Background: an optimization exercise with open tools, aiming at small area. Do not read the settings as production practice.
RTL that was checked went through simulation tests only; none was proved equivalent to the original.
The flow treats the clock pin as an ideal source, which a real chip does not have.
Power and IR drop assume default switching activity.

the baseline:
// BusHarness
module BusHarness(input clk, input reset,
    input [31:0] io_jtag_haddr,
    input  io_jtag_hwrite,
    input [2:0] io_jtag_hsize,
    input [2:0] io_jtag_hburst,
    input [3:0] io_jtag_hprot,
    input [1:0] io_jtag_htrans,
    input  io_jtag_hmastlock,
    input [31:0] io_jtag_hwdata,
    output[31:0] io_jtag_hrdata,
    output io_jtag_hready,
    output io_jtag_hresp,
    input [31:0] io_dmem_haddr,
    input  io_dmem_hwrite,
    input [2:0] io_dmem_hsize,
    input [2:0] io_dmem_hburst,
    input [3:0] io_dmem_hprot,
    input [1:0] io_dmem_htrans,
    input  io_dmem_hmastlock,
    input [31:0] io_dmem_hwdata,
    output[31:0] io_dmem_hrdata,
    output io_dmem_hready,
    output io_dmem_hresp,
    input [31:0] io_imem_haddr,
    input  io_imem_hwrite,
    input [2:0] io_imem_hsize,
    input [2:0] io_imem_hburst,
    input [3:0] io_imem_hprot,
    input [1:0] io_imem_htrans,
    input  io_imem_hmastlock,
    input [31:0] io_imem_hwdata,
    output[31:0] io_imem_hrdata,
    output io_imem_hready,
    output io_imem_hresp,
    output[31:0] io_uart_paddr,
    output io_uart_pwrite,
    output io_uart_psel,
    output io_uart_penable,
    output[31:0] io_uart_pwdata,
    input [31:0] io_uart_prdata,
    input  io_uart_pready,
    input  io_uart_pslverr,
    output[31:0] io_spi_paddr,
    output io_spi_pwrite,
    output io_spi_psel,
    output io_spi_penable,
    output[31:0] io_spi_pwdata,
    input [31:0] io_spi_prdata,
    input  io_spi_pready,
    input  io_spi_pslverr,
    output[31:0] io_i2c_paddr,
    output io_i2c_pwrite,
    output io_i2c_psel,
    output io_i2c_penable,
    output[31:0] io_i2c_pwdata,
    input [31:0] io_i2c_prdata,
    input  io_i2c_pready,
    input  io_i2c_pslverr,
    output[31:0] io_datamem_haddr,
    output io_datamem_hwrite,
    output[2:0] io_datamem_hsize,
    output[2:0] io_datamem_hburst,
    output[3:0] io_datamem_hprot,
    output[1:0] io_datamem_htrans,
    output io_datamem_hmastlock,
    output[31:0] io_datamem_hwdata,
    input [31:0] io_datamem_hrdata,
    output io_datamem_hsel,
    output io_datamem_hreadyin,
    input  io_datamem_hreadyout,
    input  io_datamem_hresp,
    output[31:0] io_codemem_haddr,
    output io_codemem_hwrite,
    output[2:0] io_codemem_hsize,
    output[2:0] io_codemem_hburst,
    output[3:0] io_codemem_hprot,
    output[1:0] io_codemem_htrans,
    output io_codemem_hmastlock,
    output[31:0] io_codemem_hwdata,
    input [31:0] io_codemem_hrdata,
    output io_codemem_hsel,
    output io_codemem_hreadyin,
    input  io_codemem_hreadyout,
    input  io_codemem_hresp
);
Settings: LEC_CHECK=0, ABC_AREA=1, CAP_MARGIN=20, CORE_AREA=4 4 276 276, DIE_AREA=0 0 280 280, PLACE_DENSITY=0.6, SLEW_MARGIN=20; clock period 8.0 ns.
standard.sh (not shown) runs the stock make flow with config.mk's settings and CLKGATE_MAP_FILE= SYNTH_SCRIPT=/design/flow/synth_recipe.tcl, a recipe that flattens the netlist after the stock synthesis.
==> flow/flow/run.sh <==
#!/bin/bash
# Standard ORFS layout with three changes:
#  - ABC maps the logic with an area-oriented script (flow/abc_area.script, used in
#    place of ORFS's abc_area.script; flip-flop mapping is untouched),
#  - port buffers use the smallest buffer cell (buf_1),
#  - after CTS, each clock buffer that drives flip-flops is sized to the smallest
#    clkbuf that keeps its flip-flops' clock slew low (flow/post_cts.tcl).
set -euo pipefail
W=$(pwd)
rm -rf "$W/orfs_scripts"
cp -r "$FLOW_HOME/scripts" "$W/orfs_scripts"
cp "$W/flow/abc_area.script" "$W/orfs_scripts/abc_area.script"
export SCRIPTS_DIR="$W/orfs_scripts"
export BUFFER_PORTS_ARGS="-buffer_cell sky130_fd_sc_hd__buf_1"
export POST_CTS_TCL="$W/flow/post_cts.tcl"
bash standard.sh finish > flow_make.log 2>&1
==> flow/flow/abc_area.script <==
strash
dch
amap
strash
dch
amap
topo
==> flow/flow/post_cts.tcl <==
# Size each clock-tree buffer to the smallest clkbuf whose clock pins keep a low slew.
set clk_slew_target 0.105
set clk_cands {sky130_fd_sc_hd__clkbuf_4 sky130_fd_sc_hd__clkbuf_8 sky130_fd_sc_hd__clkbuf_16}
proc clk_sink_slew {inst} {
  set worst 0.0
  set out [get_pins -of_objects $inst -filter "direction == output"]
  foreach p [get_pins -of_objects [get_nets -of_objects $out] -filter "direction == input"] {
    set s [get_property $p slew_max]
    if {$s > $worst} { set worst $s }
  }
  return $worst
}
estimate_parasitics -placement
set leaves {}
foreach inst [get_cells clkbuf_*] {
  set out [get_pins -of_objects $inst -filter "direction == output"]
  set ff 0
  foreach p [get_pins -of_objects [get_nets -of_objects $out] -filter "direction == input"] {
    if {[get_property $p is_clock]} { incr ff }
  }
  # only buffers that drive flip-flops directly
  set is_leaf 1
  foreach p [get_pins -of_objects [get_nets -of_objects $out] -filter "direction == input"] {
    if {[string match "*clkbuf*" [get_property [get_cells -of_objects $p] ref_name]]} { set is_leaf 0 }
  }
  if {$is_leaf} { lappend leaves $inst }
}
foreach inst $leaves {
  set orig [get_property $inst ref_name]
  foreach c $clk_cands {
    replace_cell $inst $c
    estimate_parasitics -placement
    set s [clk_sink_slew $inst]
    if {$s <= $clk_slew_target || $c eq [lindex $clk_cands end]} {
      puts "clock buffer [get_full_name $inst]: $orig -> $c (sink slew [format %.3f $s])"
      break
    }
  }
}

# legalize after the size changes
detailed_placement
check_placement -verbose
### the baseline -> the candidate
--- a/flow/design.v
+++ b/flow/design.v
@@ -93,20 +93,21 @@
   wire [31:0] hw_m [0:2];
   assign hw_m[0] = io_jtag_hwdata;
   assign hw_m[1] = io_dmem_hwdata;
   assign hw_m[2] = io_imem_hwdata;
   wire [2:0]  s_rdy;
   wire [2:0]  s_resp;
   wire [31:0] s_rdata [0:2];
   reg  [2:0]   skb_valid;
   reg  [2:0]   dph [0:2];       
   reg  [W-1:0] buf_q [0:2];     
+  reg  [2:0]   tgt_q [0:2];     
   reg  [2:0] hold [0:2];
   reg  [2:0] own  [0:2];
   wire [2:0] hold_any;
   assign hold_any[0] = hold[0][0] | hold[1][0] | hold[2][0];
   assign hold_any[1] = hold[0][1] | hold[1][1] | hold[2][1];
   assign hold_any[2] = hold[0][2] | hold[1][2] | hold[2][2];
   wire [W-1:0] req_m [0:2];     
   wire [2:0]   sel   [0:2];     
   wire [2:0]   rdy_ms [0:2];    
   wire [2:0]   mrdy;            
@@ -116,29 +117,30 @@
   genvar m, s;
   generate
     for (m = 0; m < 3; m = m + 1) begin : g_m
       wire use_buf = skb_valid[m] | hold_any[m] | (apb_hold & own[0][m]);
       assign req_m[m] = use_buf ? buf_q[m] : io_m[m];
       wire act = io_m[m][33:32] != 2'b00;
       wire [2:0] dec_io;
       assign dec_io[0] = act & (io_m[m][31:28] == 4'h3);
       assign dec_io[1] = act & (io_m[m][31:28] == 4'h2);
       assign dec_io[2] = act & (io_m[m][31:28] == 4'h0);
-      assign sel[m] = skb_valid[m] ? dph[m] : dec_io;
+      assign sel[m] = skb_valid[m] ? tgt_q[m] : dec_io;
       for (s = 0; s < 3; s = s + 1) begin : g_s
         assign rdy_ms[m][s] = s_rdy[s] & (~hold[s][m] | own[s][m]);
       end
       assign mrdy[m] = ~(|dph[m]) | (|(dph[m] & rdy_ms[m]));
       assign skid[m] = (|dph[m]) & (|(sel[m] & ~rdy_ms[m]));
       assign hrdyin[m] = skb_valid[m] | mrdy[m];
       always @(posedge clk) begin
         buf_q[m] <= req_m[m];
+        if (~use_buf) tgt_q[m] <= dec_io;
         if (reset) begin
           skb_valid[m] <= 1'b0;
           dph[m] <= 3'b000;
         end else if (mrdy[m]) begin
           skb_valid[m] <= skid[m];
           dph[m] <= sel[m];
         end
       end
     end
   endgenerate
Notes after the runs:
The candidate — clock power about 19% higher, the baseline as reference
Overall power of the completed layout: the candidate higher than the baseline
In the metrics for the candidate and the baseline, the one carrying the lower synthesized area per cell is the baseline.
The total met2 wirelength after detailed routing in the candidate was higher than what the baseline gave.
There was hardly any difference in area share of and/or/nand/nor cells after synthesis between the candidate and the baseline.
Taking the candidate over the baseline, the routed wire length ratio works out to 1.16.
[compare] base=the baseline new=the candidate: sequential cell area in the final layout went up, first-iteration DRC count up 195.
Function not checked in the candidate: the RTL went through the layout flow alone.

port drivers added, routing unchanged:
In the flow no input, the clock included, has a driving cell. The finished layouts below were timed again as built, in two steps.
Step 1 (the two cells are an assumption about what drives the block):
set clk [get_ports {clk}]
set_driving_cell -lib_cell sky130_fd_sc_hd__clkbuf_16 $clk
set_driving_cell -lib_cell sky130_fd_sc_hd__buf_2 [delete_from_list [all_inputs] $clk]
Step 2 moves the port delays by t, midway between the first and last clock arrival at a register: inputs arrive t later, outputs are due t later. That takes back most of the time a late clock gives input paths.
Three values: ideal, step 1, step 2; two values: the first two.
| run | shift t [ns] | slack for setup (ns) | slew at the worst register clock pin (ns) |
|---|---|---|---|
| the baseline | 0.448 | 0.637 / 0.589 / 1.037 | 0.10 / 0.10 |
| the candidate | 0.459 | 0.663 / 0.611 / 1.070 | 0.10 / 0.10 |
After both steps setup and hold are still met in every run listed.
